This is an optimization exercise on Yosys and OpenROAD, whose aim is small area, not a production implementation. In this exercise RTL edits were held to simulation tests only and were not proved equivalent to the original. Power figures rest on the tool's default switching activity, not on a simulated workload.

## flow/design.v (module list and top-level ports; edited modules follow where they fit)
// module sat_cnt64: 25 lines
// module dsp: 1742 lines
module dsp(o_filter_data, o_led, o_ber_samp_I, o_ber_samp_Q, o_ber_error_I, o_ber_error_Q, i_sw, i_rstn, clk);
  // ...
==> flow/flow/run.sh <==
#!/bin/bash
# Standard ORFS layout (the standard.sh, unchanged synthesis, floorplan,
# power grid, placement and routing) with two settings changed:
#  - every port is buffered with the smallest buffer, buf_1, instead of the
#    default clkdlybuf4s50_1;
#  - clock tree synthesis uses clkbuf_8 leaf buffers on clusters of up to 15
#    flip-flops and inserts no dummy loads.
# All output goes to standard_flow.log (ORFS keeps per-step logs in orfs/logs).
set -e
export BUFFER_PORTS_ARGS="-buffer_cell sky130_fd_sc_hd__buf_1"
export CTS_ARGS="-sink_clustering_enable -repair_clock_nets -dont_use_dummy_load -buf_list sky130_fd_sc_hd__clkbuf_8 -sink_clustering_size 15 -sink_clustering_max_diameter 60"
bash standard.sh finish > standard_flow.log 2>&1
==> flow/standard.sh <==
#!/bin/bash
# synth_recipe.tcl (not shown) runs the flow's synth.tcl, then flattens the netlist and writes it again
# the make line also repeats each setting of config.mk as NAME=value (left out here)
make -C /OpenROAD-flow-scripts/flow DESIGN_CONFIG=/design/flow/config.mk WORK_HOME=/design/flow/orfs CLKGATE_MAP_FILE= SYNTH_SCRIPT=/design/flow/synth_recipe.tcl "${@:-finish}"
==> flow/config.mk <==
export PLATFORM = sky130hd
export DESIGN_NAME = dsp
export DESIGN_NICKNAME = dsp
export VERILOG_FILES = /design/flow/design.v
export SDC_FILE = /design/flow/constraint.sdc
export NUM_CORES = 4
export LEC_CHECK = 0
export CAP_MARGIN = 20
export CORE_MARGIN = 2
export CORE_UTILIZATION = 70
export PLACE_DENSITY = 0.8
export SLEW_MARGIN = 20
==> flow/constraint.sdc <==
create_clock -name core_clock -period 12.0 [get_ports {clk}]
set_input_delay 2.4000 -clock core_clock [delete_from_list [all_inputs] [get_ports {clk}]]
set_output_delay 2.4000 -clock core_clock [all_outputs]
set_load 0.01 [all_outputs]
==> impl_metrics.py, run 1 <==
metrics = {
    "status": {
        "status": "complete, no violations",
    },
    "cts": {
        "cts_hold_buffers": 0,
        "clock_latency_ps": 580,
        "clk_pin_slew_worst_paths_ps": 90,
    },
    "worst_setup_path": {
        "cp_data_required_time_ps": 9600,
        "cp_max_fo": 37,
        "endpoint": "o_led[0]",
        "cp-end-kind": "output pin",
    },
    "logic_synthesis": {
        "ys_ff_latch": 287,
        "synthTopCellsByCount": "242 x dfxtp_1, 185 x ha_1, 179 x and2_1",
        "netlist_area_mm2": 0.01369,
        "synthTopCellsByArea": "dfxtp_1 35%, ha_1 17%, edfxtp_1 9.9%, and2_1 8.2%, buf_4 3.8%",
        "yosysTopAreaCell": "dfxtp_1",
        "synth_edf_count": 45,
        "ys_types": 64,
    },
    "final_layout": {
        "area_delta_synth_final_pct": 8.006,
        "clk_share": 0.02234,
    },
    "timing": {
        "setup_viol": 0,
        "setup_tns_ps": 0,
        "grt_setup_unrepaired": "no",
    },
    "die": {
        "die_h_um": 143.9,
        "dieArea_mm2": 0.02069,
        "fp.coreArea_mm2": 0.01933,
    },
    "placed_design": {
        "placed_cells": 1783,
    },
    "pwr": {
        "clkPwrFrac": 0.288,
        "swShare": 0.2603,
    },
    "grt": {
        "grt_max_degree": 120,
    },
}
==> run 2: changes to the inputs <==
==> flow/design.v (replaced) <==
`timescale 1ns/1ps
module sat_cnt64
  (
    output reg [63:0] q    ,
    input             i_clr,
    input             i_inc,
    input             clk
  );
  wire [7:0] ones;   
  wire [8:0] bc;     
  wire [63:0] t;     
  genvar b, i;
  generate
    for (b = 0; b < 8; b = b + 1) begin : g_blk
      assign ones[b] = &q[8*b+7:8*b];
      assign bc[b+1] = bc[b] & ones[b];
      assign t[8*b] = bc[b];
      for (i = 1; i < 8; i = i + 1) begin : g_bit
        assign t[8*b+i] = t[8*b+i-1] & q[8*b+i-1];
      end
    end
  endgenerate
  assign bc[0] = i_inc & ~&ones;
  always @(posedge clk)
    q <= i_clr ? 64'd0 : (q ^ t);
endmodule
`timescale 1ns/1ps
module dsp(o_filter_data, o_led, o_ber_samp_I, o_ber_samp_Q, o_ber_error_I, o_ber_error_Q, i_sw, i_rstn, clk);
  output [15:0] o_filter_data;
  wire [15:0] o_filter_data;
  output [3:0] o_led;
  wire [3:0] o_led;
  output [63:0] o_ber_samp_I;
  wire [63:0] o_ber_samp_I;
  output [63:0] o_ber_samp_Q;
  wire [63:0] o_ber_samp_Q;
  output [63:0] o_ber_error_I;
  wire [63:0] o_ber_error_I;
  output [63:0] o_ber_error_Q;
  wire [63:0] o_ber_error_Q;
  input [3:0] i_sw;
  wire [3:0] i_sw;
  input i_rstn;
  wire i_rstn;
  input clk;
  wire clk;
  wire n0000;
  wire n0001;
  wire n0002;
  wire n0003;
  wire n0004;
  wire n0005;
  wire n0006;
  wire n0007;
  wire n0008;
  wire n0009;
  wire n0010;
  wire n0011;
  wire n0012;
  wire n0013;
  wire n0014;
  wire n0015;
  wire n0016;
  wire n0017;
  wire n0018;
  wire n0019;
  wire n0020;
  wire n0021;
  wire n0022;
  wire n0023;
  wire n0024;
  wire n0025;
  wire n0026;
  wire n0027;
  wire n0028;
  wire n0029;
  wire n0030;
  wire n0031;
  wire n0032;
  wire n0033;
  wire n0034;
  wire n0035;
  wire n0036;
  wire n0037;
  wire n0038;
  wire n0039;
  wire n0040;
  wire n0041;
  wire n0042;
  wire n0043;
  wire n0044;
  wire n0045;
  wire n0046;
  wire n0047;
  wire n0048;
  wire n0049;
  wire n0050;
  wire n0051;
  wire n0052;
  wire n0053;
  wire n0054;
  wire n0055;
  wire n0056;
  wire n0057;
  wire n0058;
  wire n0059;
  wire n0060;
  wire n0061;
  wire n0062;
  wire n0063;
  wire n0064;
  wire n0065;
  wire n0066;
  wire n0067;
  wire n0068;
  wire n0069;
  wire n0070;
  wire n0071;
  wire n0072;
  wire n0073;
  wire n0074;
  wire n0075;
  wire n0076;
  wire n0077;
  wire n0078;
  wire n0079;
  wire n0080;
  wire n0081;
  wire n0082;
  wire n0083;
  wire n0084;
  wire n0085;
  wire n0086;
  wire n0087;
  wire n0088;
  wire n0089;
  wire n0090;
  wire n0091;
  wire n0092;
  wire n0093;
  wire n0094;
  wire n0095;
  wire n0096;
  wire n0097;
  wire n0098;
  wire n0099;
  wire n0100;
  wire n0101;
  wire n0102;
  wire n0103;
  wire n0104;
  wire n0105;
  wire n0106;
  wire n0107;
  wire n0108;
  wire n0109;
  wire n0110;
  wire n0111;
  wire n0112;
  wire n0113;
  wire n0114;
  wire n0115;
  wire n0116;
  wire n0117;
  wire n0118;
  wire n0119;
  wire n0120;
  wire n0121;
  wire n0122;
  wire n0123;
  wire n0124;
  wire n0125;
  wire n0126;
  wire n0127;
  wire n0128;
  wire n0129;
  wire n0130;
  wire n0131;
  wire n0132;
  wire n0133;
  wire n0134;
  wire n0135;
  wire n0136;
  wire n0137;
  wire n0138;
  wire n0139;
  wire n0140;
  wire n0141;
  wire n0142;
  wire n0143;
  wire n0144;
  wire n0145;
  wire n0146;
  wire n0147;
  wire n0148;
  wire n0149;
  wire n0150;
  wire n0151;
  wire n0152;
  wire n0153;
  wire n0154;
  wire n0155;
  wire n0156;
  wire n0157;
  wire n0158;
  wire n0159;
  wire n0160;
  wire n0161;
  wire n0162;
  wire n0163;
  wire n0164;
  wire n0165;
  wire n0166;
  wire n0167;
  wire n0168;
  wire n0169;
  wire n0170;
  wire n0171;
  wire n0172;
  wire n0173;
  wire n0174;
  wire n0175;
  wire n0176;
  wire n0177;
  wire n0178;
  wire n0179;
  wire n0180;
  wire n0181;
  wire n0182;
  wire n0183;
  wire n0184;
  wire n0185;
  wire n0186;
  wire n0187;
  wire n0188;
  wire n0189;
  wire n0190;
  wire n0191;
  wire n0192;
  wire n0193;
  wire n0194;
  wire n0195;
  wire n0196;
  wire n0197;
  wire n0198;
  wire n0199;
  wire n0200;
  wire n0201;
  wire n0202;
  wire n0203;
  wire n0204;
  wire n0205;
  wire n0206;
  wire n0207;
  wire n0208;
  wire n0209;
  wire n0210;
  wire n0211;
  wire n0212;
  wire n0213;
  wire n0214;
  wire n0215;
  wire n0216;
  wire n0217;
  wire n0218;
  wire n0219;
  wire n0220;
  wire n0221;
  wire n0222;
  wire n0223;
  wire n0224;
  wire n0225;
  wire n0226;
  wire n0227;
  wire n0228;
  wire n0229;
  wire n0230;
  wire n0231;
  wire n0232;
  wire n0233;
  wire n0234;
  wire n0235;
  wire n0236;
  wire n0237;
  wire n0238;
  wire n0239;
  wire n0240;
  wire n0241;
  wire n0242;
  wire n0243;
  wire n0244;
  wire n0245;
  wire n0246;
  wire n0247;
  wire n0248;
  wire n0249;
  wire n0250;
  wire n0251;
  wire n0252;
  wire n0253;
  wire n0254;
  wire n0255;
  wire n0256;
  wire n0257;
  wire n0258;
  wire n0259;
  wire n0260;
  wire n0261;
  wire n0262;
  wire n0263;
  wire n0264;
  wire n0265;
  wire n0266;
  wire n0267;
  wire n0268;
  wire n0269;
  wire n0270;
  wire n0271;
  wire n0272;
  wire n0273;
  wire n0274;
  wire n0275;
  wire n0276;
  wire n0277;
  wire n0278;
  wire n0279;
  wire n0280;
  wire n0281;
  wire n0282;
  wire n0283;
  wire n0284;
  wire n0285;
  wire n0286;
  wire n0287;
  wire n0288;
  wire n0289;
  wire n0290;
  wire n0291;
  wire n0292;
  wire n0293;
  wire n0294;
  wire n0295;
  wire n0296;
  wire n0297;
  wire n0298;
  wire n0299;
  wire n0300;
  wire n0301;
  wire n0302;
  wire n0303;
  wire n0304;
  wire n0305;
  wire n0306;
  wire n0307;
  wire n0308;
  wire n0309;
  wire n0310;
  wire n0311;
  wire n0312;
  wire n0313;
  wire n0314;
  wire n0315;
  wire n0316;
  wire n0317;
  wire n0318;
  wire n0319;
  wire n0320;
  wire n0321;
  wire n0322;
  wire n0323;
  wire n0324;
  wire n0325;
  wire n0326;
  wire n0327;
  wire n0328;
  wire n0329;
  wire n0330;
  wire n0331;
  wire n0332;
  wire n0333;
  wire n0334;
  wire n0335;
  wire n0336;
  wire n0337;
  wire n0338;
  wire n0339;
  wire n0340;
  wire n0341;
  wire n0342;
  wire n0343;
  wire n0344;
  wire n0345;
  wire n0346;
  wire n0347;
  wire n0348;
  wire n0349;
  wire n0350;
  wire n0351;
  wire n0352;
  wire n0353;
  wire n0354;
  wire n0355;
  wire n0356;
  wire n0357;
  wire n0358;
  wire n0359;
  wire n0360;
  wire n0361;
  wire n0362;
  wire n0363;
  wire n0364;
  wire n0365;
  wire n0366;
  wire n0367;
  wire n0368;
  wire n0369;
  wire n0370;
  wire n0371;
  wire n0372;
  wire n0373;
  wire n0374;
  wire n0375;
  wire n0376;
  wire n0377;
  wire n0378;
  wire n0379;
  wire n0380;
  wire n0381;
  wire n0382;
  wire n0383;
  wire n0384;
  wire n0385;
  wire n0386;
  wire n0387;
  wire n0388;
  wire n0389;
  wire n0390;
  wire n0391;
  wire n0392;
  wire n0393;
  wire n0394;
  wire n0395;
  wire n0396;
  wire n0397;
  wire n0398;
  wire n0399;
  wire n0400;
  wire n0401;
  wire n0402;
  wire n0403;
  wire n0404;
  wire n0405;
  wire n0406;
  wire n0407;
  wire n0408;
  wire n0409;
  wire n0410;
  wire n0411;
  wire n0412;
  wire n0413;
  wire n0414;
  wire n0415;
  wire n0416;
  wire n0417;
  wire n0418;
  wire n0419;
  wire n0420;
  wire n0421;
  wire n0422;
  wire n0423;
  wire n0424;
  wire n0425;
  wire n0426;
  wire n0427;
  wire n0428;
  wire n0429;
  wire n0430;
  wire n0431;
  wire n0432;
  wire n0433;
  wire n0434;
  wire n0435;
  wire n0436;
  wire n0437;
  wire n0438;
  wire n0439;
  wire n0440;
  wire n0441;
  wire n0442;
  wire n0443;
  wire n0444;
  wire n0445;
  wire n0446;
  wire n0447;
  wire n0448;
  wire n0449;
  wire n0450;
  wire n0451;
  wire n0452;
  wire n0453;
  wire n0454;
  wire n0455;
  wire n0456;
  wire n0457;
  wire n0458;
  wire n0459;
  wire n0460;
  wire n0461;
  wire n0462;
  wire n0463;
  wire n0464;
  wire n0465;
  wire n0466;
  wire n0467;
  wire n0468;
  wire n0469;
  wire n0470;
  wire n0471;
  wire n0472;
  wire n0473;
  wire n0474;
  wire n0475;
  wire n0476;
  wire n0477;
  wire n0478;
  wire n0479;
  wire n0480;
  wire n0481;
  wire n0482;
  wire n0483;
  wire n0484;
  wire n0485;
  wire n0486;
  wire n0487;
  wire n0488;
  wire n0489;
  wire n0490;
  wire n0491;
  wire n0492;
  wire n0493;
  wire n0494;
  wire n0495;
  wire n0496;
  wire n0497;
  wire n0498;
  wire n0499;
  wire n0500;
  wire n0501;
  wire n0502;
  wire n0503;
  wire n0504;
  wire n0505;
  wire n0506;
  wire n0507;
  wire n0508;
  wire n0509;
  wire n0510;
  wire n0511;
  wire n0512;
  wire n0513;
  wire n0514;
  wire n0515;
  wire n0516;
  wire n0517;
  wire n0518;
  wire n0519;
  wire n0520;
  wire n0521;
  wire n0522;
  wire n0523;
  wire n0524;
  wire n0525;
  wire n0526;
  wire n0527;
  wire n0528;
  wire n0529;
  wire n0530;
  wire n0531;
  wire n0532;
  wire n0533;
  wire n0534;
  wire n0535;
  wire n0536;
  wire n0537;
  wire n0538;
  wire n0539;
  wire n0540;
  wire n0541;
  wire n0542;
  wire n0543;
  wire n0544;
  wire n0545;
  wire n0546;
  wire n0547;
  wire n0548;
  wire n0549;
  wire n0550;
  wire n0551;
  wire n0552;
  wire n0553;
  wire n0554;
  wire n0555;
  wire n0556;
  wire n0557;
  wire n0558;
  wire n0559;
  wire n0560;
  wire n0561;
  wire n0562;
  wire n0563;
  wire n0564;
  wire n0565;
  wire n0566;
  wire n0567;
  wire n0568;
  wire n0569;
  wire n0570;
  wire n0571;
  wire n0572;
  wire n0573;
  wire n0574;
  wire n0575;
  wire n0576;
  wire n0577;
  wire n0578;
  wire n0579;
  wire n0580;
  wire n0581;
  wire n0582;
  wire n0583;
  wire n0584;
  wire n0585;
  wire n0586;
  wire n0587;
  wire n0588;
  wire n0589;
  wire n0590;
  wire n0591;
  wire n0592;
  wire n0593;
  wire n0594;
  wire n0595;
  wire n0596;
  wire n0597;
  wire n0598;
  wire n0599;
  wire n0600;
  wire n0601;
  wire n0602;
  wire [1:0] n0603;
  wire [1:0] n0604;
  wire [1:0] n0605;
  wire [1:0] n0606;
  wire [1:0] n0607;
  wire [1:0] n0608;
  wire [1:0] n0609;
  reg ber_zero;
  wire reset;
  reg tx_I;
  wire tx_Q;
  wire u_BER_adv_e ;
  wire u_BER_blk_end ;
  wire u_BER_clr_cnt ;
  reg [8:0] u_BER_dly_st ;
  reg u_BER_first_blk ;
  wire u_BER_i_sign_I ;
  wire u_BER_i_sign_Q ;
  reg u_BER_i_valid ;
  reg [8:0] u_BER_min_err_I ;
  reg [8:0] u_BER_min_err_Q ;
  reg [8:0] u_BER_min_st_I ;
  reg [8:0] u_BER_min_st_Q ;
  reg [3:0] u_BER_ph_I ;
  reg [3:0] u_BER_ph_Q ;
  reg [1:0] u_BER_phase_cnt ;
  wire [8:0] u_BER_prbs_nx ;
  reg [8:0] u_BER_prbs_st ;
  wire u_BER_run ;
  reg u_BER_shifted ;
  reg [1:0] u_BER_state ;
  reg u_BER_zero_IQ ;
  reg [1:0] u_RC_Tx_counter ;
  reg [5:1] u_RC_Tx_reg_I ;
  reg [5:1] u_RC_Tx_reg_Q ;
  reg [1:0] u_control_counter ;
  wire [8:0] u_prbs9_tx_register ;
  assign n0603[0] = ~u_BER_phase_cnt [0];
  assign n0050 = ~u_BER_phase_cnt [1];
  assign n0051 = n0050 & n0603[0];
  assign n0052 = ~n0051;
  assign n0053 = u_BER_phase_cnt [1] & u_BER_phase_cnt [0];
  assign n0054 = ~n0053;
  assign n0604[1] = n0054 & n0052;
  assign n0055 = u_BER_phase_cnt [1] & n0603[0];
  assign n0056 = ~n0055;
  assign n0057 = ~u_RC_Tx_reg_Q [2];
  assign n0605[0] = ~u_RC_Tx_counter [0];
  assign n0058 = ~u_RC_Tx_counter [1];
  assign n0059 = n0058 & n0605[0];
  assign n0060 = ~n0059;
  assign n0061 = n0060 & n0057;
  assign n0062 = ~n0061;
  assign n0063 = ~u_RC_Tx_reg_Q [3];
  assign n0064 = n0058 & n0063;
  assign n0065 = ~n0064;
  assign n0066 = n0065 & n0062;
  assign n0067 = ~n0066;
  assign n0068 = n0058 & u_RC_Tx_reg_Q [3];
  assign n0069 = ~n0068;
  assign n0070 = n0069 & n0057;
  assign n0071 = ~n0070;
  assign n0072 = n0071 & u_RC_Tx_counter [0];
  assign n0073 = n0063 & n0057;
  assign n0074 = ~n0073;
  assign n0075 = u_RC_Tx_reg_Q [3] & u_RC_Tx_reg_Q [2];
  assign n0076 = ~n0075;
  assign n0077 = n0076 & n0074;
  assign n0078 = u_RC_Tx_reg_Q [1] & u_RC_Tx_reg_Q [4];
  assign n0079 = ~n0078;
  assign n0080 = u_RC_Tx_counter [1] & u_RC_Tx_counter [0];
  assign n0081 = ~n0080;
  assign n0082 = n0081 & n0079;
  assign n0083 = n0082 & n0077;
  assign tx_Q = u_prbs9_tx_register [5] ^ u_prbs9_tx_register [6];
  assign n0084 = tx_Q & u_RC_Tx_reg_Q [5];
  assign n0085 = n0084 & n0072;
  assign n0086 = ~n0085;
  assign n0087 = n0086 & n0067;
  assign n0088 = ~u_RC_Tx_reg_Q [4];
  assign n0089 = ~u_RC_Tx_reg_Q [1];
  assign n0090 = n0089 & n0088;
  assign n0091 = ~n0090;
  assign n0092 = n0091 & n0087;
  assign n0093 = ~n0092;
  assign n0094 = n0093 & n0083;
  assign n0095 = n0094 & n0072;
  assign n0096 = ~n0095;
  assign n0097 = n0096 & n0067;
  assign u_BER_i_sign_Q  = ~n0097;
  assign n0042 = n0056 ? u_BER_ph_Q [2] : u_BER_i_sign_Q ;
  assign u_BER_adv_e  = i_sw[1] & u_BER_i_valid ;
  assign n0098 = ~u_BER_adv_e ;
  assign n0099 = n0098 & i_rstn;
  assign n0100 = n0099 & u_BER_prbs_st [0];
  assign n0101 = ~n0100;
  assign n0102 = u_BER_adv_e  & i_rstn;
  assign n0103 = u_BER_prbs_st [4] ^ u_BER_prbs_st [8];
  assign n0104 = n0103 & n0102;
  assign n0105 = ~n0104;
  assign n0106 = n0105 & n0101;
  assign u_BER_prbs_nx [0] = ~n0106;
  assign n0107 = ~u_BER_state [1];
  assign n0609[0] = ~u_BER_state [0];
  assign n0108 = n0609[0] & n0107;
  assign n0109 = ~n0108;
  assign n0049 = n0109 & i_rstn;
  assign n0110 = u_BER_dly_st [4] ^ u_BER_dly_st [8];
  assign n0003 = n0049 ? n0110 : u_BER_prbs_nx [0];
  assign n0111 = n0050 & u_BER_phase_cnt [0];
  assign n0112 = ~n0111;
  assign n0041 = n0112 ? u_BER_ph_Q [1] : u_BER_i_sign_Q ;
  assign reset = ~i_rstn;
  assign n0040 = n0052 ? u_BER_ph_Q [0] : u_BER_i_sign_Q ;
  assign n0607[0] = ~u_control_counter [0];
  assign n0113 = ~n0072;
  assign n0114 = n0076 & n0113;
  assign o_filter_data[6] = n0094 ? n0072 : n0114;
  assign n0115 = n0091 & n0083;
  assign o_filter_data[5] = n0115 ^ n0087;
  assign n0116 = n0099 & u_BER_prbs_st [2];
  assign n0117 = ~n0116;
  assign n0118 = n0102 & u_BER_prbs_st [1];
  assign n0119 = ~n0118;
  assign n0120 = n0119 & n0117;
  assign u_BER_prbs_nx [2] = ~n0120;
  assign n0121 = n0080 & n0057;
  assign n0122 = ~n0121;
  assign n0123 = n0081 & n0074;
  assign n0124 = ~n0123;
  assign n0125 = n0124 & n0091;
  assign n0126 = ~n0125;
  assign n0127 = n0126 & n0122;
  assign n0128 = n0127 & u_RC_Tx_counter [0];
  assign n0129 = n0084 ^ n0077;
  assign n0130 = n0129 & n0128;
  assign n0131 = ~n0130;
  assign n0132 = n0059 & u_RC_Tx_reg_Q [1];
  assign n0133 = ~n0132;
  assign n0134 = n0133 & n0076;
  assign n0135 = n0080 & u_RC_Tx_reg_Q [2];
  assign n0136 = ~n0135;
  assign n0137 = u_RC_Tx_counter [1] & n0605[0];
  assign n0138 = n0137 & u_RC_Tx_reg_Q [4];
  assign n0139 = ~n0138;
  assign n0140 = n0139 & n0136;
  assign n0141 = n0140 & n0134;
  assign n0142 = n0141 & n0131;
  assign n0143 = ~n0142;
  assign n0144 = n0143 & n0074;
  assign o_filter_data[4] = ~n0144;
  assign n0145 = n0079 & n0075;
  assign n0146 = ~n0145;
  assign n0147 = n0146 & n0136;
  assign n0148 = n0074 & n0605[0];
  assign n0149 = n0058 ? u_RC_Tx_reg_Q [5] : tx_Q;
  assign n0150 = n0149 & n0148;
  assign n0151 = ~n0150;
  assign n0152 = n0151 & n0147;
  assign o_filter_data[3] = n0152 & n0131;
  assign n0153 = n0605[0] ? n0074 : tx_Q;
  assign n0154 = n0153 & n0149;
  assign n0155 = ~n0154;
  assign n0156 = ~n0149;
  assign n0157 = ~n0153;
  assign n0158 = n0157 & n0156;
  assign n0159 = ~n0158;
  assign n0160 = n0159 & n0127;
  assign n0161 = n0160 & n0155;
  assign n0162 = ~n0161;
  assign o_filter_data[2] = n0162 & n0147;
  assign n0163 = n0077 & n0605[0];
  assign n0164 = ~n0163;
  assign n0165 = n0080 & n0078;
  assign n0166 = ~n0165;
  assign n0167 = n0091 & n0070;
  assign n0168 = ~n0167;
  assign n0169 = n0168 & n0166;
  assign n0170 = n0169 & n0164;
  assign o_filter_data[1] = ~n0170;
  assign o_filter_data[0] = ~n0127;
  assign n0171 = n0060 & u_RC_Tx_reg_I [2];
  assign n0172 = ~n0171;
  assign n0173 = u_RC_Tx_reg_I [3] & n0058;
  assign n0174 = ~n0173;
  assign n0175 = n0174 & n0172;
  assign n0176 = ~n0175;
  assign n0177 = ~u_RC_Tx_reg_I [2];
  assign n0178 = ~u_RC_Tx_reg_I [3];
  assign n0179 = n0178 & n0177;
  assign n0180 = ~n0179;
  assign n0181 = u_RC_Tx_reg_I [3] & u_RC_Tx_reg_I [2];
  assign n0182 = ~n0181;
  assign n0183 = n0182 & u_RC_Tx_counter [0];
  assign n0184 = n0183 & n0180;
  assign n0185 = n0184 & n0058;
  assign n0186 = u_RC_Tx_reg_I [1] & u_RC_Tx_reg_I [4];
  assign n0187 = ~n0186;
  assign n0188 = tx_I & u_RC_Tx_reg_I [5];
  assign n0189 = ~n0188;
  assign n0190 = n0189 & n0185;
  assign n0191 = ~n0190;
  assign n0192 = n0191 & n0176;
  assign n0193 = ~n0192;
  assign n0194 = ~u_RC_Tx_reg_I [4];
  assign n0195 = ~u_RC_Tx_reg_I [1];
  assign n0196 = n0195 & n0194;
  assign n0197 = ~n0196;
  assign n0198 = n0197 & n0187;
  assign n0199 = n0198 & n0193;
  assign n0200 = ~n0199;
  assign n0201 = n0200 & n0187;
  assign n0202 = ~n0201;
  assign n0203 = n0202 & n0185;
  assign n0204 = ~n0203;
  assign u_BER_i_sign_I  = n0204 & n0176;
  assign n0609[1] = u_BER_state [0] ^ u_BER_state [1];
  assign n0038 = n0056 ? u_BER_ph_I [2] : u_BER_i_sign_I ;
  assign n0205 = ~u_BER_prbs_st [7];
  assign n0206 = n0099 & n0205;
  assign n0207 = ~n0206;
  assign n0208 = ~u_BER_prbs_st [6];
  assign n0209 = n0102 & n0208;
  assign n0210 = ~n0209;
  assign u_BER_prbs_nx [7] = n0210 & n0207;
  assign n0211 = n0099 & u_BER_prbs_st [6];
  assign n0212 = ~n0211;
  assign n0213 = n0102 & u_BER_prbs_st [5];
  assign n0214 = ~n0213;
  assign n0215 = n0214 & n0212;
  assign u_BER_prbs_nx [6] = ~n0215;
  assign n0216 = ~u_BER_prbs_st [4];
  assign n0217 = n0102 & n0216;
  assign n0218 = ~n0217;
  assign n0219 = ~u_BER_prbs_st [5];
  assign n0220 = n0099 & n0219;
  assign n0221 = ~n0220;
  assign u_BER_prbs_nx [5] = n0221 & n0218;
  assign n0222 = n0099 & u_BER_prbs_st [4];
  assign n0223 = ~n0222;
  assign n0224 = n0102 & u_BER_prbs_st [3];
  assign n0225 = ~n0224;
  assign n0226 = n0225 & n0223;
  assign u_BER_prbs_nx [4] = ~n0226;
  assign n0227 = ~u_BER_prbs_st [2];
  assign n0228 = n0102 & n0227;
  assign n0229 = ~n0228;
  assign n0230 = ~u_BER_prbs_st [3];
  assign n0231 = n0099 & n0230;
  assign n0232 = ~n0231;
  assign u_BER_prbs_nx [3] = n0232 & n0229;
  assign n0233 = n0180 & n0605[0];
  assign n0234 = n0233 & n0201;
  assign n0235 = ~n0234;
  assign n0236 = u_RC_Tx_reg_I [2] & u_RC_Tx_counter [0];
  assign n0237 = n0236 & u_RC_Tx_counter [1];
  assign n0238 = ~n0237;
  assign n0239 = n0238 & n0182;
  assign n0240 = n0239 & n0204;
  assign o_filter_data[14] = n0240 & n0235;
  assign n0005 = n0049 ? u_BER_dly_st [1] : u_BER_prbs_nx [2];
  assign n0241 = ~n0233;
  assign n0242 = n0241 & n0191;
  assign n0243 = ~n0242;
  assign n0244 = n0243 & n0199;
  assign n0245 = ~n0244;
  assign n0246 = ~n0198;
  assign n0247 = n0246 & n0192;
  assign n0248 = ~n0247;
  assign n0249 = n0248 & n0239;
  assign o_filter_data[13] = n0249 & n0245;
  assign n0250 = ~u_BER_prbs_st [0];
  assign n0251 = n0102 & n0250;
  assign n0252 = ~n0251;
  assign n0253 = ~u_BER_prbs_st [1];
  assign n0254 = n0099 & n0253;
  assign n0255 = ~n0254;
  assign u_BER_prbs_nx [1] = n0255 & n0252;
  assign n0256 = n0194 & u_RC_Tx_counter [1];
  assign n0257 = ~n0256;
  assign n0258 = n0059 & n0195;
  assign n0259 = ~n0258;
  assign n0260 = n0259 & n0257;
  assign n0261 = n0260 & n0243;
  assign n0262 = ~n0261;
  assign o_filter_data[12] = n0262 & n0239;
  assign n0004 = n0049 ? u_BER_dly_st [0] : u_BER_prbs_nx [1];
  assign n0263 = ~tx_I;
  assign n0264 = n0060 & n0263;
  assign n0265 = ~n0264;
  assign n0266 = ~u_RC_Tx_reg_I [5];
  assign n0267 = n0266 & n0058;
  assign n0268 = ~n0267;
  assign n0269 = n0268 & n0265;
  assign n0270 = ~n0183;
  assign n0271 = n0179 ? u_RC_Tx_counter [0] : n0270;
  assign n0272 = n0271 & n0269;
  assign n0273 = n0180 & n0081;
  assign n0274 = ~n0273;
  assign n0275 = n0274 & n0197;
  assign n0276 = ~n0275;
  assign n0277 = n0080 & n0177;
  assign n0278 = ~n0277;
  assign n0279 = n0278 & n0276;
  assign n0280 = n0279 & n0272;
  assign n0281 = ~n0280;
  assign n0282 = ~n0239;
  assign n0283 = n0238 & n0186;
  assign n0284 = ~n0283;
  assign n0285 = n0284 & n0282;
  assign n0286 = ~n0285;
  assign n0287 = n0286 & n0191;
  assign o_filter_data[11] = n0287 & n0281;
  assign n0288 = ~n0269;
  assign n0289 = n0179 & n0605[0];
  assign n0290 = n0289 & n0288;
  assign n0291 = ~n0290;
  assign n0292 = ~n0272;
  assign n0293 = tx_I ^ n0266;
  assign n0294 = n0293 & u_RC_Tx_counter [0];
  assign n0295 = ~n0294;
  assign n0296 = n0295 & n0279;
  assign n0297 = n0296 & n0292;
  assign n0298 = ~n0297;
  assign n0299 = n0298 & n0286;
  assign n0300 = ~n0299;
  assign n0301 = n0300 & n0291;
  assign o_filter_data[10] = ~n0301;
  assign n0302 = n0233 & n0182;
  assign n0303 = ~n0302;
  assign n0304 = n0303 & n0276;
  assign n0305 = ~n0304;
  assign n0306 = n0236 & n0187;
  assign n0307 = ~n0306;
  assign o_filter_data[9] = n0307 & n0305;
  assign o_filter_data[8] = ~n0279;
  assign n0308 = o_ber_samp_I[5] & o_ber_samp_I[6];
  assign n0309 = o_ber_samp_I[7] & o_ber_samp_I[8];
  assign n0310 = n0309 & n0308;
  assign n0311 = o_ber_samp_I[1] & o_ber_samp_I[2];
  assign n0312 = o_ber_samp_I[3] & o_ber_samp_I[4];
  assign n0313 = n0312 & n0311;
  assign n0314 = n0313 & n0310;
  assign n0315 = u_BER_state [0] & n0107;
  assign n0316 = n0315 & u_BER_adv_e ;
  assign u_BER_blk_end  = n0316 & n0314;
  assign n0317 = ~u_BER_prbs_st [8];
  assign n0318 = u_BER_dly_st [5] ^ u_BER_dly_st [0];
  assign n0319 = n0318 ^ n0317;
  assign n0320 = n0205 ^ u_BER_dly_st [8];
  assign n0321 = n0230 ^ u_BER_dly_st [4];
  assign n0322 = n0321 & n0320;
  assign n0323 = u_BER_dly_st [1] ^ n0250;
  assign n0324 = u_BER_dly_st [6] ^ n0219;
  assign n0325 = n0324 & n0323;
  assign n0326 = n0325 & n0322;
  assign n0327 = u_BER_dly_st [2] ^ n0253;
  assign n0328 = u_BER_dly_st [7] ^ n0208;
  assign n0329 = n0328 & n0327;
  assign n0330 = u_BER_dly_st [5] ^ n0216;
  assign n0331 = u_BER_dly_st [3] ^ n0227;
  assign n0332 = n0331 & n0330;
  assign n0333 = n0332 & n0329;
  assign n0334 = n0333 & n0326;
  assign n0335 = n0334 & n0319;
  assign n0336 = ~u_BER_min_err_Q [0];
  assign n0337 = o_ber_error_Q[0] & n0336;
  assign n0338 = ~n0337;
  assign n0339 = n0338 & n0335;
  assign n0340 = ~n0339;
  assign n0341 = ~o_ber_error_Q[0];
  assign n0342 = n0341 & u_BER_min_err_Q [0];
  assign n0343 = ~n0342;
  assign n0344 = ~o_ber_error_Q[1];
  assign n0345 = n0344 & u_BER_min_err_Q [1];
  assign n0346 = ~n0345;
  assign n0347 = n0346 & n0343;
  assign n0348 = n0347 & n0340;
  assign n0349 = ~n0348;
  assign n0350 = ~u_BER_min_err_Q [1];
  assign n0351 = o_ber_error_Q[1] & n0350;
  assign n0352 = ~n0351;
  assign n0353 = ~u_BER_min_err_Q [2];
  assign n0354 = o_ber_error_Q[2] & n0353;
  assign n0355 = ~n0354;
  assign n0356 = n0355 & n0352;
  assign n0357 = n0356 & n0349;
  assign n0358 = ~n0357;
  assign n0359 = ~o_ber_error_Q[2];
  assign n0360 = n0359 & u_BER_min_err_Q [2];
  assign n0361 = ~n0360;
  assign n0362 = n0361 & n0358;
  assign n0363 = ~n0362;
  assign n0364 = ~u_BER_min_err_Q [3];
  assign n0365 = o_ber_error_Q[3] & n0364;
  assign n0366 = ~n0365;
  assign n0367 = n0366 & n0363;
  assign n0368 = ~n0367;
  assign n0369 = ~o_ber_error_Q[4];
  assign n0370 = n0369 & u_BER_min_err_Q [4];
  assign n0371 = ~n0370;
  assign n0372 = ~o_ber_error_Q[3];
  assign n0373 = n0372 & u_BER_min_err_Q [3];
  assign n0374 = ~n0373;
  assign n0375 = n0374 & n0371;
  assign n0376 = n0375 & n0368;
  assign n0377 = ~n0376;
  assign n0378 = ~u_BER_min_err_Q [4];
  assign n0379 = o_ber_error_Q[4] & n0378;
  assign n0380 = ~n0379;
  assign n0381 = n0380 & n0377;
  assign n0382 = ~n0381;
  assign n0383 = ~o_ber_error_Q[5];
  assign n0384 = n0383 & u_BER_min_err_Q [5];
  assign n0385 = ~n0384;
  assign n0386 = n0385 & n0382;
  assign n0387 = ~n0386;
  assign n0388 = ~u_BER_min_err_Q [6];
  assign n0389 = o_ber_error_Q[6] & n0388;
  assign n0390 = ~n0389;
  assign n0391 = ~u_BER_min_err_Q [5];
  assign n0392 = o_ber_error_Q[5] & n0391;
  assign n0393 = ~n0392;
  assign n0394 = n0393 & n0390;
  assign n0395 = n0394 & n0387;
  assign n0396 = ~n0395;
  assign n0397 = ~o_ber_error_Q[6];
  assign n0398 = n0397 & u_BER_min_err_Q [6];
  assign n0399 = ~n0398;
  assign n0400 = ~o_ber_error_Q[7];
  assign n0401 = n0400 & u_BER_min_err_Q [7];
  assign n0402 = ~n0401;
  assign n0403 = n0402 & n0399;
  assign n0404 = n0403 & n0396;
  assign n0405 = ~n0404;
  assign n0406 = ~u_BER_min_err_Q [7];
  assign n0407 = o_ber_error_Q[7] & n0406;
  assign n0408 = ~n0407;
  assign n0409 = ~u_BER_min_err_Q [8];
  assign n0410 = o_ber_error_Q[8] & n0409;
  assign n0411 = ~n0410;
  assign n0412 = n0411 & n0408;
  assign n0413 = n0412 & n0405;
  assign n0414 = ~n0413;
  assign n0415 = ~u_BER_first_blk ;
  assign n0416 = ~o_ber_error_Q[8];
  assign n0417 = n0416 & u_BER_min_err_Q [8];
  assign n0418 = ~n0417;
  assign n0419 = n0418 & n0415;
  assign n0420 = n0419 & n0414;
  assign n0421 = ~n0420;
  assign n0031 = n0421 & u_BER_blk_end ;
  assign n0028 = n0031 ? u_BER_dly_st [6] : u_BER_min_st_Q [6];
  assign n0027 = n0031 ? u_BER_dly_st [5] : u_BER_min_st_Q [5];
  assign n0026 = n0031 ? u_BER_dly_st [4] : u_BER_min_st_Q [4];
  assign n0025 = n0031 ? u_BER_dly_st [3] : u_BER_min_st_Q [3];
  assign n0024 = n0031 ? u_BER_dly_st [2] : u_BER_min_st_Q [2];
  assign n0023 = n0031 ? u_BER_dly_st [1] : u_BER_min_st_Q [1];
  assign n0022 = n0031 ? u_BER_dly_st [0] : u_BER_min_st_Q [0];
  assign n0422 = u_BER_min_st_Q [8] ^ u_BER_min_st_Q [4];
  assign n0021 = n0031 ? n0110 : n0422;
  assign n0423 = ~u_BER_min_err_I [2];
  assign n0424 = o_ber_error_I[2] & n0423;
  assign n0425 = ~n0424;
  assign n0426 = ~o_ber_error_I[1];
  assign n0427 = n0426 & u_BER_min_err_I [1];
  assign n0428 = ~n0427;
  assign n0429 = ~u_BER_min_err_I [1];
  assign n0430 = o_ber_error_I[1] & n0429;
  assign n0431 = ~n0430;
  assign n0432 = ~o_ber_error_I[0];
  assign n0433 = n0432 & u_BER_min_err_I [0];
  assign n0434 = ~n0433;
  assign n0435 = ~u_BER_min_err_I [0];
  assign n0436 = o_ber_error_I[0] & n0435;
  assign n0437 = ~n0436;
  assign n0438 = n0437 & n0335;
  assign n0439 = ~n0438;
  assign n0440 = n0439 & n0434;
  assign n0441 = ~n0440;
  assign n0442 = n0441 & n0431;
  assign n0443 = ~n0442;
  assign n0444 = n0443 & n0428;
  assign n0445 = ~n0444;
  assign n0446 = n0445 & n0425;
  assign n0447 = ~n0446;
  assign n0448 = ~o_ber_error_I[2];
  assign n0449 = n0448 & u_BER_min_err_I [2];
  assign n0450 = ~n0449;
  assign n0451 = ~o_ber_error_I[3];
  assign n0452 = n0451 & u_BER_min_err_I [3];
  assign n0453 = ~n0452;
  assign n0454 = n0453 & n0450;
  assign n0455 = n0454 & n0447;
  assign n0456 = ~n0455;
  assign n0457 = ~u_BER_min_err_I [3];
  assign n0458 = o_ber_error_I[3] & n0457;
  assign n0459 = ~n0458;
  assign n0460 = ~u_BER_min_err_I [4];
  assign n0461 = o_ber_error_I[4] & n0460;
  assign n0462 = ~n0461;
  assign n0463 = n0462 & n0459;
  assign n0464 = n0463 & n0456;
  assign n0465 = ~n0464;
  assign n0466 = ~o_ber_error_I[4];
  assign n0467 = n0466 & u_BER_min_err_I [4];
  assign n0468 = ~n0467;
  assign n0469 = ~o_ber_error_I[5];
  assign n0470 = n0469 & u_BER_min_err_I [5];
  assign n0471 = ~n0470;
  assign n0472 = n0471 & n0468;
  assign n0473 = n0472 & n0465;
  assign n0474 = ~n0473;
  assign n0475 = ~u_BER_min_err_I [5];
  assign n0476 = o_ber_error_I[5] & n0475;
  assign n0477 = ~n0476;
  assign n0478 = ~u_BER_min_err_I [6];
  assign n0479 = o_ber_error_I[6] & n0478;
  assign n0480 = ~n0479;
  assign n0481 = n0480 & n0477;
  assign n0482 = n0481 & n0474;
  assign n0483 = ~n0482;
  assign n0484 = ~o_ber_error_I[6];
  assign n0485 = n0484 & u_BER_min_err_I [6];
  assign n0486 = ~n0485;
  assign n0487 = ~o_ber_error_I[7];
  assign n0488 = n0487 & u_BER_min_err_I [7];
  assign n0489 = ~n0488;
  assign n0490 = n0489 & n0486;
  assign n0491 = n0490 & n0483;
  assign n0492 = ~n0491;
  assign n0493 = ~u_BER_min_err_I [7];
  assign n0494 = o_ber_error_I[7] & n0493;
  assign n0495 = ~n0494;
  assign n0496 = ~u_BER_min_err_I [8];
  assign n0497 = o_ber_error_I[8] & n0496;
  assign n0498 = ~n0497;
  assign n0499 = n0498 & n0495;
  assign n0500 = n0499 & n0492;
  assign n0501 = ~n0500;
  assign n0502 = ~o_ber_error_I[8];
  assign n0503 = n0502 & u_BER_min_err_I [8];
  assign n0504 = ~n0503;
  assign n0505 = n0504 & n0415;
  assign n0506 = n0505 & n0501;
  assign n0507 = ~n0506;
  assign n0030 = n0507 & u_BER_blk_end ;
  assign n0019 = n0030 ? u_BER_dly_st [6] : u_BER_min_st_I [6];
  assign n0018 = n0030 ? u_BER_dly_st [5] : u_BER_min_st_I [5];
  assign n0007 = n0049 ? u_BER_dly_st [3] : u_BER_prbs_nx [4];
  assign n0608[1] = u_control_counter [1] ^ u_control_counter [0];
  assign n0017 = n0030 ? u_BER_dly_st [4] : u_BER_min_st_I [4];
  assign n0006 = n0049 ? u_BER_dly_st [2] : u_BER_prbs_nx [3];
  assign n0606[1] = u_RC_Tx_counter [1] ^ u_RC_Tx_counter [0];
  assign n0016 = n0030 ? u_BER_dly_st [3] : u_BER_min_st_I [3];
  assign n0036 = n0052 ? u_BER_ph_I [0] : u_BER_i_sign_I ;
  assign n0015 = n0030 ? u_BER_dly_st [2] : u_BER_min_st_I [2];
  assign n0014 = n0030 ? u_BER_dly_st [1] : u_BER_min_st_I [1];
  assign n0037 = n0112 ? u_BER_ph_I [1] : u_BER_i_sign_I ;
  assign n0013 = n0030 ? u_BER_dly_st [0] : u_BER_min_st_I [0];
  assign n0508 = u_BER_min_st_I [8] ^ u_BER_min_st_I [4];
  assign n0012 = n0030 ? n0110 : n0508;
  assign n0009 = n0049 ? u_BER_dly_st [5] : u_BER_prbs_nx [6];
  assign n0008 = n0049 ? u_BER_dly_st [4] : u_BER_prbs_nx [5];
  assign n0010 = n0049 ? u_BER_dly_st [6] : u_BER_prbs_nx [7];
  assign n0509 = n0609[1] & i_sw[1];
  assign u_BER_run  = n0509 & u_BER_i_valid ;
  assign n0510 = u_BER_shifted  & u_BER_state [1];
  assign n0511 = u_BER_min_st_Q [7] ^ u_BER_min_st_Q [6];
  assign n0512 = n0511 & n0510;
  assign n0513 = ~n0512;
  assign n0514 = u_BER_dly_st [7] & u_BER_dly_st [6];
  assign n0515 = ~n0514;
  assign n0516 = ~u_BER_dly_st [6];
  assign n0517 = ~u_BER_dly_st [7];
  assign n0518 = n0517 & n0516;
  assign n0519 = ~n0518;
  assign n0520 = u_BER_shifted  & n0107;
  assign n0521 = n0520 & n0519;
  assign n0522 = n0521 & n0515;
  assign n0523 = ~n0522;
  assign n0524 = n0523 & n0513;
  assign n0525 = ~u_BER_ph_Q [3];
  assign n0526 = n0525 & i_sw[2];
  assign n0527 = ~n0526;
  assign n0528 = ~i_sw[2];
  assign n0529 = ~u_BER_ph_Q [2];
  assign n0530 = n0529 & n0528;
  assign n0531 = ~n0530;
  assign n0532 = n0531 & i_sw[3];
  assign n0533 = n0532 & n0527;
  assign n0534 = ~n0533;
  assign n0535 = ~u_BER_ph_Q [1];
  assign n0536 = i_sw[2] & n0535;
  assign n0537 = ~n0536;
  assign n0538 = ~i_sw[3];
  assign n0539 = ~u_BER_ph_Q [0];
  assign n0540 = n0528 & n0539;
  assign n0541 = ~n0540;
  assign n0542 = n0541 & n0538;
  assign n0543 = n0542 & n0537;
  assign n0544 = ~n0543;
  assign n0545 = n0544 & n0534;
  assign n0546 = n0545 ^ n0524;
  assign n0033 = n0546 & u_BER_run ;
  assign n0039 = n0054 ? u_BER_ph_I [3] : u_BER_i_sign_I ;
  assign n0547 = n0099 & n0317;
  assign n0548 = ~n0547;
  assign n0549 = n0102 & n0205;
  assign n0550 = ~n0549;
  assign u_BER_prbs_nx [8] = n0550 & n0548;
  assign n0551 = n0520 & n0318;
  assign n0552 = ~n0551;
  assign n0553 = u_BER_min_st_I [0] & u_BER_min_st_I [5];
  assign n0554 = ~n0553;
  assign n0555 = ~u_BER_min_st_I [5];
  assign n0556 = ~u_BER_min_st_I [0];
  assign n0557 = n0556 & n0555;
  assign n0558 = ~n0557;
  assign n0559 = n0558 & n0510;
  assign n0560 = n0559 & n0554;
  assign n0561 = ~n0560;
  assign n0562 = n0561 & n0552;
  assign n0563 = ~u_BER_ph_I [3];
  assign n0564 = n0563 & i_sw[3];
  assign n0565 = ~n0564;
  assign n0566 = ~u_BER_ph_I [1];
  assign n0567 = n0538 & n0566;
  assign n0568 = ~n0567;
  assign n0569 = n0568 & i_sw[2];
  assign n0570 = n0569 & n0565;
  assign n0571 = ~n0570;
  assign n0572 = ~u_BER_ph_I [2];
  assign n0573 = i_sw[3] & n0572;
  assign n0574 = ~n0573;
  assign n0575 = ~u_BER_ph_I [0];
  assign n0576 = n0538 & n0575;
  assign n0577 = ~n0576;
  assign n0578 = n0577 & n0528;
  assign n0579 = n0578 & n0574;
  assign n0580 = ~n0579;
  assign n0581 = n0580 & n0571;
  assign n0582 = n0581 ^ n0562;
  assign n0032 = n0582 & u_BER_run ;
  assign n0029 = n0031 ? u_BER_dly_st [7] : u_BER_min_st_Q [7];
  assign n0020 = n0030 ? u_BER_dly_st [7] : u_BER_min_st_I [7];
  assign n0583 = ~u_BER_blk_end ;
  assign n0584 = n0583 & n0049;
  assign u_BER_clr_cnt  = ~n0584;
  assign n0011 = n0049 ? u_BER_dly_st [7] : u_BER_prbs_nx [8];
  assign n0043 = n0054 ? u_BER_ph_Q [3] : u_BER_i_sign_Q ;
  assign n0585 = ~u_BER_i_valid ;
  assign n0586 = n0059 & n0585;
  assign n0587 = ~n0586;
  assign n0044 = n0587 & i_sw[0];
  assign n0045 = n0080 & i_sw[0];
  assign n0046 = u_control_counter [1] & u_control_counter [0];
  assign n0588 = ~n0046;
  assign n0589 = n0588 & i_rstn;
  assign n0002 = ~n0589;
  assign n0035 = u_BER_zero_IQ  & i_sw[1];
  assign n0048 = u_prbs9_tx_register [4] ^ tx_I;
  assign n0590 = n0335 & u_BER_blk_end ;
  assign n0591 = ~n0590;
  assign n0592 = n0609[0] & u_BER_state [1];
  assign n0593 = ~n0592;
  assign n0594 = i_sw[1] ? n0609[1] : n0593;
  assign n0595 = n0594 & n0591;
  assign n0001 = ~n0595;
  assign n0596 = ~n0314;
  assign n0597 = n0596 & u_BER_adv_e ;
  assign n0598 = ~n0597;
  assign n0599 = n0598 & n0049;
  assign n0000 = ~n0599;
  assign n0047 = i_sw[0] & u_BER_i_valid ;
  assign n0600 = ~n0033;
  assign n0601 = ~n0032;
  assign n0602 = n0601 & n0600;
  assign n0034 = ~n0602;
  always @(posedge clk)
    if (!i_rstn) ber_zero <= 1'h0;
    else ber_zero <= n0035;
  always @(posedge clk)
    if (u_BER_clr_cnt ) u_BER_zero_IQ  <= 1'h1;
    else if (n0034) u_BER_zero_IQ  <= 1'h0;
  always @(posedge clk)
    if (u_BER_adv_e ) u_BER_min_st_I [0] <= n0012;
  always @(posedge clk)
    if (u_BER_adv_e ) u_BER_min_st_I [1] <= n0013;
  always @(posedge clk)
    if (u_BER_adv_e ) u_BER_min_st_I [2] <= n0014;
  always @(posedge clk)
    if (u_BER_adv_e ) u_BER_min_st_I [3] <= n0015;
  always @(posedge clk)
    if (u_BER_adv_e ) u_BER_min_st_I [4] <= n0016;
  always @(posedge clk)
    if (u_BER_adv_e ) u_BER_min_st_I [5] <= n0017;
  always @(posedge clk)
    if (u_BER_adv_e ) u_BER_min_st_I [6] <= n0018;
  always @(posedge clk)
    if (u_BER_adv_e ) u_BER_min_st_I [7] <= n0019;
  always @(posedge clk)
    if (u_BER_adv_e ) u_BER_min_st_I [8] <= n0020;
  always @(posedge clk)
    if (u_BER_adv_e ) u_BER_min_st_Q [0] <= n0021;
  always @(posedge clk)
    if (u_BER_adv_e ) u_BER_min_st_Q [1] <= n0022;
  always @(posedge clk)
    if (u_BER_adv_e ) u_BER_min_st_Q [2] <= n0023;
  always @(posedge clk)
    if (u_BER_adv_e ) u_BER_min_st_Q [3] <= n0024;
  always @(posedge clk)
    if (u_BER_adv_e ) u_BER_min_st_Q [4] <= n0025;
  always @(posedge clk)
    if (u_BER_adv_e ) u_BER_min_st_Q [5] <= n0026;
  always @(posedge clk)
    if (u_BER_adv_e ) u_BER_min_st_Q [6] <= n0027;
  always @(posedge clk)
    if (u_BER_adv_e ) u_BER_min_st_Q [7] <= n0028;
  always @(posedge clk)
    if (u_BER_adv_e ) u_BER_min_st_Q [8] <= n0029;
  always @(posedge clk)
    if (n0030) u_BER_min_err_I [0] <= o_ber_error_I[0];
  always @(posedge clk)
    if (n0030) u_BER_min_err_I [1] <= o_ber_error_I[1];
  always @(posedge clk)
    if (n0030) u_BER_min_err_I [2] <= o_ber_error_I[2];
  always @(posedge clk)
    if (n0030) u_BER_min_err_I [3] <= o_ber_error_I[3];
  always @(posedge clk)
    if (n0030) u_BER_min_err_I [4] <= o_ber_error_I[4];
  always @(posedge clk)
    if (n0030) u_BER_min_err_I [5] <= o_ber_error_I[5];
  always @(posedge clk)
    if (n0030) u_BER_min_err_I [6] <= o_ber_error_I[6];
  always @(posedge clk)
    if (n0030) u_BER_min_err_I [7] <= o_ber_error_I[7];
  always @(posedge clk)
    if (n0030) u_BER_min_err_I [8] <= o_ber_error_I[8];
  always @(posedge clk)
    if (n0031) u_BER_min_err_Q [0] <= o_ber_error_Q[0];
  always @(posedge clk)
    if (n0031) u_BER_min_err_Q [1] <= o_ber_error_Q[1];
  always @(posedge clk)
    if (n0031) u_BER_min_err_Q [2] <= o_ber_error_Q[2];
  always @(posedge clk)
    if (n0031) u_BER_min_err_Q [3] <= o_ber_error_Q[3];
  always @(posedge clk)
    if (n0031) u_BER_min_err_Q [4] <= o_ber_error_Q[4];
  always @(posedge clk)
    if (n0031) u_BER_min_err_Q [5] <= o_ber_error_Q[5];
  always @(posedge clk)
    if (n0031) u_BER_min_err_Q [6] <= o_ber_error_Q[6];
  always @(posedge clk)
    if (n0031) u_BER_min_err_Q [7] <= o_ber_error_Q[7];
  always @(posedge clk)
    if (n0031) u_BER_min_err_Q [8] <= o_ber_error_Q[8];
  always @(posedge clk)
    if (n0000) u_BER_dly_st [0] <= n0003;
  always @(posedge clk)
    if (n0000) u_BER_dly_st [1] <= n0004;
  always @(posedge clk)
    if (n0000) u_BER_dly_st [2] <= n0005;
  always @(posedge clk)
    if (n0000) u_BER_dly_st [3] <= n0006;
  always @(posedge clk)
    if (n0000) u_BER_dly_st [4] <= n0007;
  always @(posedge clk)
    if (n0000) u_BER_dly_st [5] <= n0008;
  always @(posedge clk)
    if (n0000) u_BER_dly_st [6] <= n0009;
  always @(posedge clk)
    if (n0000) u_BER_dly_st [7] <= n0010;
  always @(posedge clk)
    if (n0000) u_BER_dly_st [8] <= n0011;
  always @(posedge clk)
    if (!i_rstn) u_BER_shifted  <= 1'h0;
    else if (u_BER_adv_e ) u_BER_shifted  <= 1'h1;
  always @(posedge clk)
    if (!n0049) u_BER_first_blk  <= 1'h1;
    else if (u_BER_blk_end ) u_BER_first_blk  <= 1'h0;
  always @(posedge clk)
    if (!i_rstn) u_BER_state [0] <= 1'h0;
    else if (n0001) u_BER_state [0] <= n0609[0];
  always @(posedge clk)
    if (!i_rstn) u_BER_state [1] <= 1'h0;
    else if (n0001) u_BER_state [1] <= n0609[1];
  always @(posedge clk)
    if (!i_rstn) u_BER_phase_cnt [0] <= 1'h0;
    else if (i_sw[1]) u_BER_phase_cnt [0] <= n0603[0];
  always @(posedge clk)
    if (!i_rstn) u_BER_phase_cnt [1] <= 1'h0;
    else if (i_sw[1]) u_BER_phase_cnt [1] <= n0604[1];
  always @(posedge clk)
    if (!i_rstn) u_BER_ph_I [0] <= 1'h0;
    else if (i_sw[1]) u_BER_ph_I [0] <= n0036;
  always @(posedge clk)
    if (!i_rstn) u_BER_ph_I [1] <= 1'h0;
    else if (i_sw[1]) u_BER_ph_I [1] <= n0037;
  always @(posedge clk)
    if (!i_rstn) u_BER_ph_I [2] <= 1'h0;
    else if (i_sw[1]) u_BER_ph_I [2] <= n0038;
  always @(posedge clk)
    if (!i_rstn) u_BER_ph_I [3] <= 1'h0;
    else if (i_sw[1]) u_BER_ph_I [3] <= n0039;
  always @(posedge clk)
    if (!i_rstn) u_BER_ph_Q [0] <= 1'h0;
    else if (i_sw[1]) u_BER_ph_Q [0] <= n0040;
  always @(posedge clk)
    if (!i_rstn) u_BER_ph_Q [1] <= 1'h0;
    else if (i_sw[1]) u_BER_ph_Q [1] <= n0041;
  always @(posedge clk)
    if (!i_rstn) u_BER_ph_Q [2] <= 1'h0;
    else if (i_sw[1]) u_BER_ph_Q [2] <= n0042;
  always @(posedge clk)
    if (!i_rstn) u_BER_ph_Q [3] <= 1'h0;
    else if (i_sw[1]) u_BER_ph_Q [3] <= n0043;
  always @(posedge clk)
    if (!i_rstn) u_RC_Tx_reg_I [1] <= 1'h0;
    else if (n0045) u_RC_Tx_reg_I [1] <= tx_I;
  always @(posedge clk)
    if (!i_rstn) u_RC_Tx_reg_I [2] <= 1'h0;
    else if (n0045) u_RC_Tx_reg_I [2] <= u_RC_Tx_reg_I [1];
  always @(posedge clk)
    if (!i_rstn) u_RC_Tx_reg_I [3] <= 1'h0;
    else if (n0045) u_RC_Tx_reg_I [3] <= u_RC_Tx_reg_I [2];
  always @(posedge clk)
    if (!i_rstn) u_RC_Tx_reg_I [4] <= 1'h0;
    else if (n0045) u_RC_Tx_reg_I [4] <= u_RC_Tx_reg_I [3];
  always @(posedge clk)
    if (!i_rstn) u_RC_Tx_reg_I [5] <= 1'h0;
    else if (n0045) u_RC_Tx_reg_I [5] <= u_RC_Tx_reg_I [4];
  always @(posedge clk)
    if (!i_rstn) u_RC_Tx_reg_Q [1] <= 1'h0;
    else if (n0045) u_RC_Tx_reg_Q [1] <= tx_Q;
  always @(posedge clk)
    if (!i_rstn) u_RC_Tx_reg_Q [2] <= 1'h0;
    else if (n0045) u_RC_Tx_reg_Q [2] <= u_RC_Tx_reg_Q [1];
  always @(posedge clk)
    if (!i_rstn) u_RC_Tx_reg_Q [3] <= 1'h0;
    else if (n0045) u_RC_Tx_reg_Q [3] <= u_RC_Tx_reg_Q [2];
  always @(posedge clk)
    if (!i_rstn) u_RC_Tx_reg_Q [4] <= 1'h0;
    else if (n0045) u_RC_Tx_reg_Q [4] <= u_RC_Tx_reg_Q [3];
  always @(posedge clk)
    if (!i_rstn) u_RC_Tx_reg_Q [5] <= 1'h0;
    else if (n0045) u_RC_Tx_reg_Q [5] <= u_RC_Tx_reg_Q [4];
  always @(posedge clk)
    if (!i_rstn) u_RC_Tx_counter [0] <= 1'h0;
    else if (n0044) u_RC_Tx_counter [0] <= n0605[0];
  always @(posedge clk)
    if (!i_rstn) u_RC_Tx_counter [1] <= 1'h0;
    else if (n0044) u_RC_Tx_counter [1] <= n0606[1];
  reg u_prbs9_tx_register_reg_0 ;
  always @(posedge clk)
    if (!i_rstn) u_prbs9_tx_register_reg_0  <= 1'h0;
    else if (n0047) u_prbs9_tx_register_reg_0  <= n0048;
  assign u_prbs9_tx_register [0] = u_prbs9_tx_register_reg_0 ;
  reg u_prbs9_tx_register_reg_1 ;
  always @(posedge clk)
    if (!i_rstn) u_prbs9_tx_register_reg_1  <= 1'h1;
    else if (n0047) u_prbs9_tx_register_reg_1  <= u_prbs9_tx_register [0];
  assign u_prbs9_tx_register [1] = u_prbs9_tx_register_reg_1 ;
  reg u_prbs9_tx_register_reg_2 ;
  always @(posedge clk)
    if (!i_rstn) u_prbs9_tx_register_reg_2  <= 1'h0;
    else if (n0047) u_prbs9_tx_register_reg_2  <= u_prbs9_tx_register [1];
  assign u_prbs9_tx_register [2] = u_prbs9_tx_register_reg_2 ;
  reg u_prbs9_tx_register_reg_3 ;
  always @(posedge clk)
    if (!i_rstn) u_prbs9_tx_register_reg_3  <= 1'h1;
    else if (n0047) u_prbs9_tx_register_reg_3  <= u_prbs9_tx_register [2];
  assign u_prbs9_tx_register [3] = u_prbs9_tx_register_reg_3 ;
  reg u_prbs9_tx_register_reg_4 ;
  always @(posedge clk)
    if (!i_rstn) u_prbs9_tx_register_reg_4  <= 1'h0;
    else if (n0047) u_prbs9_tx_register_reg_4  <= u_prbs9_tx_register [3];
  assign u_prbs9_tx_register [4] = u_prbs9_tx_register_reg_4 ;
  reg u_prbs9_tx_register_reg_5 ;
  always @(posedge clk)
    if (!i_rstn) u_prbs9_tx_register_reg_5  <= 1'h1;
    else if (n0047) u_prbs9_tx_register_reg_5  <= u_prbs9_tx_register [4];
  assign u_prbs9_tx_register [5] = u_prbs9_tx_register_reg_5 ;
  reg u_prbs9_tx_register_reg_6 ;
  always @(posedge clk)
    if (!i_rstn) u_prbs9_tx_register_reg_6  <= 1'h0;
    else if (n0047) u_prbs9_tx_register_reg_6  <= u_prbs9_tx_register [5];
  assign u_prbs9_tx_register [6] = u_prbs9_tx_register_reg_6 ;
  reg u_prbs9_tx_register_reg_7 ;
  always @(posedge clk)
    if (!i_rstn) u_prbs9_tx_register_reg_7  <= 1'h1;
    else if (n0047) u_prbs9_tx_register_reg_7  <= u_prbs9_tx_register [6];
  assign u_prbs9_tx_register [7] = u_prbs9_tx_register_reg_7 ;
  always @(posedge clk)
    if (!i_rstn) tx_I <= 1'h1;
    else if (n0047) tx_I <= u_prbs9_tx_register [7];
  always @(posedge clk)
    if (n0002) u_control_counter [0] <= 1'h0;
    else u_control_counter [0] <= n0607[0];
  always @(posedge clk)
    if (n0002) u_control_counter [1] <= 1'h0;
    else u_control_counter [1] <= n0608[1];
  always @(posedge clk)
    if (!i_rstn) u_BER_i_valid  <= 1'h0;
    else u_BER_i_valid  <= n0046;
  always @(posedge clk)
    u_BER_prbs_st [0] <= u_BER_prbs_nx [0];
  always @(posedge clk)
    u_BER_prbs_st [1] <= u_BER_prbs_nx [1];
  always @(posedge clk)
    u_BER_prbs_st [2] <= u_BER_prbs_nx [2];
  always @(posedge clk)
    u_BER_prbs_st [3] <= u_BER_prbs_nx [3];
  always @(posedge clk)
    u_BER_prbs_st [4] <= u_BER_prbs_nx [4];
  always @(posedge clk)
    u_BER_prbs_st [5] <= u_BER_prbs_nx [5];
  always @(posedge clk)
    u_BER_prbs_st [6] <= u_BER_prbs_nx [6];
  always @(posedge clk)
    u_BER_prbs_st [7] <= u_BER_prbs_nx [7];
  always @(posedge clk)
    u_BER_prbs_st [8] <= u_BER_prbs_nx [8];
  sat_cnt64 u_BER_u_err_I  (
    .clk(clk),
    .i_clr(u_BER_clr_cnt ),
    .i_inc(n0032),
    .q(o_ber_error_I)
  );
  sat_cnt64 u_BER_u_err_Q  (
    .clk(clk),
    .i_clr(u_BER_clr_cnt ),
    .i_inc(n0033),
    .q(o_ber_error_Q)
  );
  sat_cnt64 u_BER_u_samp  (
    .clk(clk),
    .i_clr(u_BER_clr_cnt ),
    .i_inc(u_BER_run ),
    .q(o_ber_samp_I)
  );
  assign n0607[1] = u_control_counter [1];
  assign n0604[0] = n0603[0];
  assign n0606[0] = n0605[0];
  assign n0603[1] = u_BER_phase_cnt [1];
  assign n0605[1] = u_RC_Tx_counter [1];
  assign n0608[0] = n0607[0];
  assign u_prbs9_tx_register [8] = tx_I;
  assign o_ber_samp_Q = o_ber_samp_I;
  assign o_led = { ber_zero, i_sw[1:0], reset };
  assign { o_filter_data[15], o_filter_data[7] } = { u_BER_i_sign_I , u_BER_i_sign_Q  };
endmodule
==> flow/config.mk (replaced) <==
export PLATFORM = sky130hd
export DESIGN_NAME = dsp
export DESIGN_NICKNAME = dsp
export VERILOG_FILES = /design/flow/design.v
export SDC_FILE = /design/flow/constraint.sdc
export NUM_CORES = 4
export LEC_CHECK = 0
export CAP_MARGIN = 20
export CORE_MARGIN = 2
export CORE_UTILIZATION = 70
export GPL_ROUTABILITY_DRIVEN = 0
export GPL_TIMING_DRIVEN = 0
export PLACE_DENSITY = 0.8
export SLEW_MARGIN = 20
==> run 2 against run 1 <==
Net effect: hold slack better by 4.4 ps; non-clock buffer count up 120; first-iteration DRC count down 4.9%; count of clock-buffer cells in the layout down 1; clock power down 2%; fmax down 8.1%; total power about the same; critical path depth up 2; critical endpoint unchanged.
==> impl_metrics.py, run 2 <==
metrics = {
    "final_layout": {
        "final_cell_mix": "284 x buf_1, 241 x dfxtp_1, 184 x ha_1",
        "final_cells": 1871,
        "antenna_cells": 0,
        "drive_gt1_frac": 0.07759,
        "largestRegisters": "u_BER_u_err_I.q: 64 flops, u_BER_u_err_Q.q: 64 flops, u_BER_u_samp.q: 64 flops",
        "area_delta_synth_final_pct": 12.59,
        "layout_commonest_cell": "buf_1",
        "final_nets": 1803,
    },
    "worst_setup_path": {
        "cp-end-kind": "output pin",
        "cp-startpoint": "i_rstn",
        "arrival_ps": 3880,
        "cp_data_required_time_ps": 9600,
        "cp_max_fo": 10,
        "setup.worst_path.class": "in2out",
        "max_stage_delay_ps": 510,
        "path_cells": "buf_1, inv_1, clkbuf_1, buf_1, buf_4, buf_1",
        "critPathSlowestCell": "buf_1",
        "worst_r2r_startpoint": "u_BER_u_err_I.q[5]",
        "cp_common_cell": "buf_1",
        "start_kind": "primary input",
    },
    "logic_synthesis": {
        "postSynthAreaPerCell_um2": 10.35,
        "ys_dominant_reg_cell": "dfxtp_1",
        "synth_top_area_frac": 0.3566,
        "ys_types": 64,
        "async_reset_ff_frac": 0,
        "ys_ff_latch": 286,
        "netlist_area_mm2": 0.01353,
        "yosysTopAreaCell": "dfxtp_1",
        "synthTopCellsByArea": "dfxtp_1 36%, ha_1 17%, edfxtp_1 10%, and3_1 7.9%, buf_4 3.9%",
        "yosysWarnings": 2,
        "synth.most_common_cell": "dfxtp_1",
        "yosysSeqAreaShare": 0.4564,
        "synthTopCellsByCount": "241 x dfxtp_1, 184 x ha_1, 171 x and3_1",
        "synthesis.nets": 1497,
        "synth_edf_count": 45,
        "syn-instance-count": 1307,
    },
    "route": {
        "drtIter0Drc": 524,
        "drt-vias-per-instance": 5.654,
        "wl_per_cell_um": 17.11,
        "drtAntennaViolNets": 0,
        "routed_wl_um": 32010,
        "num_vias": 10578,
        "firstDrtPassIters": 5,
        "drc": 0,
    },
    "grt": {
        "grt_util_met3": 0.06170,
        "use_met1": 0.3823,
        "grt_max_degree": 28,
        "grt_pass1_vias": 10130,
        "overflow": 0,
        "track_usage": 0.3058,
        "met2_usage": 0.5334,
        "antenna_found_initial": 0,
        "busiest_layer": "met2",
        "grt_pass1_wl_um": 50250,
    },
    "timing": {
        "post-route-period-util": 0.5233,
        "slew_viol_final": 0,
        "grt_setup_unrepaired": "no",
        "fin_crit_ps": 6280,
        "setup_viol": 0,
        "fin_ws_ps": 5721,
        "setup_tns_ps": 0,
        "whs_ps": 428.5,
        "clock_skew_ps": 55.28,
        "hold_viol": 0,
        "fmax_ghz": 0.1592,
        "worst_pin_slew_ps": 933.8,
        "max_slew_margin": 0.3774,
    },
    "pwr": {
        "power_mw": 1.648,
        "power.leakage_nw": 7.392,
        "vdd_drop_max_mv": 0.08415,
        "powerDensity_mw_per_mm2": 108.2,
    },
    "placed_design": {
        "hpwlAfterDp_um": 24510,
        "port_buffers": 281,
        "post-place-ws_ps": 5723,
        "placed_cells": 1848,
    },
    "die": {
        "die_h_um": 143.0,
        "die-width_um": 143.0,
        "dieArea_mm2": 0.02046,
        "start_util": 0.7185,
        "fp.coreArea_mm2": 0.01883,
        "io_pins": 282,
        "rows": 50,
    },
    "cts": {
        "clock_path_buffers": 3,
        "ctsResizeCount": 0,
        "htree_levels": 1,
        "cts_sinks": 286,
        "cts_tree": "yes",
        "cts_buffers": 23,
        "clock_latency_ps": 570,
        "cts_hold_buffers": 0,
        "clk_pin_slew_worst_paths_ps": 80,
        "cts-root-buf": "clkbuf_8",
        "postCtsSetupBuffers": 0,
    },
    "hold_path": {
        "hp-start": "u_control_counter[0]",
        "hold_path.class": "reg2reg",
    },
    "status": {
        "status": "complete, no violations",
    },
    "job": {
        "cap_violations": 0,
    },
}
-- run 2: where the power goes --
group	total [mW]	switching, mW	internal (mW)
Sequential	1.02	0.0239	0.996
Combinational	0.162	0.114	0.0475
Clock	0.466	0.294	0.172
Total	1.65	0.432	1.22
-- run 2: path summary, 6_finish.rpt --
check,end,slack [ps],depth (start not counted)
max,o_led[0],5720,6
min,u_control_counter[0],430,1
max reg2reg,u_BER_u_err_I.q[31],7810,15
min reg2reg,u_control_counter[0],430,1
-- run 2: cell families (layout without fill, tap and decap cells) --
group | count (synthesis) | after routing | share of synthesized area
AND/OR/NAND/NOR | 462 | 462 | 0.1886
XOR/XNOR | 51 | 51 | 0.03301
adder cells (fa/ha/maj) | 186 | 186 | 0.1716
flip-flops | 286 | 286 | 0.4564
AO/OA/AOI/OAI | 124 | 124 | 0.05844
buffers and inverters | 168 | 472 | 0.06602
multiplexers | 30 | 30 | 0.02589
-- run 2: stage by stage --
stage               utilization  cell area [um^2]
floorplan                     -             13530
global placement         0.7918             14910
detailed placement       0.7919             14910
CTS                      0.8087             15230
global route             0.8090             15230
finish                   0.8090             15230
-- run 2: layout make-up --
type                    instances  area (um^2)
clock buffers                  23        316.6
well taps                     260        325.3
plain buffers                 128        744.5
inverters                      40        150.1
repair buffers                281         1055
flip-flops and latches        286         6176
fillers                      1281         3597
multi-input cells             853         6466
-- run 2: metal layers --
layer / up-vias / routed length [um]
met5: - / 0
met2: 303 / 15710
met3: 68 / 1971
li1: 5184 / -
met4: 0 / 992
met1: 5023 / 13340
-- run 2: worst max-delay path, delay by kind of cell --
| kind | cells | cell delay, ps |
|---|---|---|
| buffers and inverters | 6 | 1480 |

[afterwards: timing with drivers on the ports]
The flow's constraints put no driver on any port. The routed layouts listed below were extracted and timed again, unchanged, in two steps. Step 1 sets driving cells, clkbuf_16 on the clock port and buf_2 on the other inputs (assumed; they add their load-dependent delay and slew). Step 2 also shifts input and output timing later by t, the mid clock arrival at the registers, as if the neighbouring blocks saw the same clock. Three values: ideal, step 1, step 2; two values: the first two.
run	t (ns)	slack for setup (ns)	worst setup path after step 2	worst data-port slew with drivers (ns)
run 1	0.581	6.228 / 6.208 / 6.171	input to register	0.03
run 2	0.583	5.720 / 5.701 / 5.701	input to output	0.03
After both steps setup and hold are still met in every run listed. For run 1, which loses most, drivers alone change the setup slack by -0.020 ns; drivers and shift together by -0.057 ns.
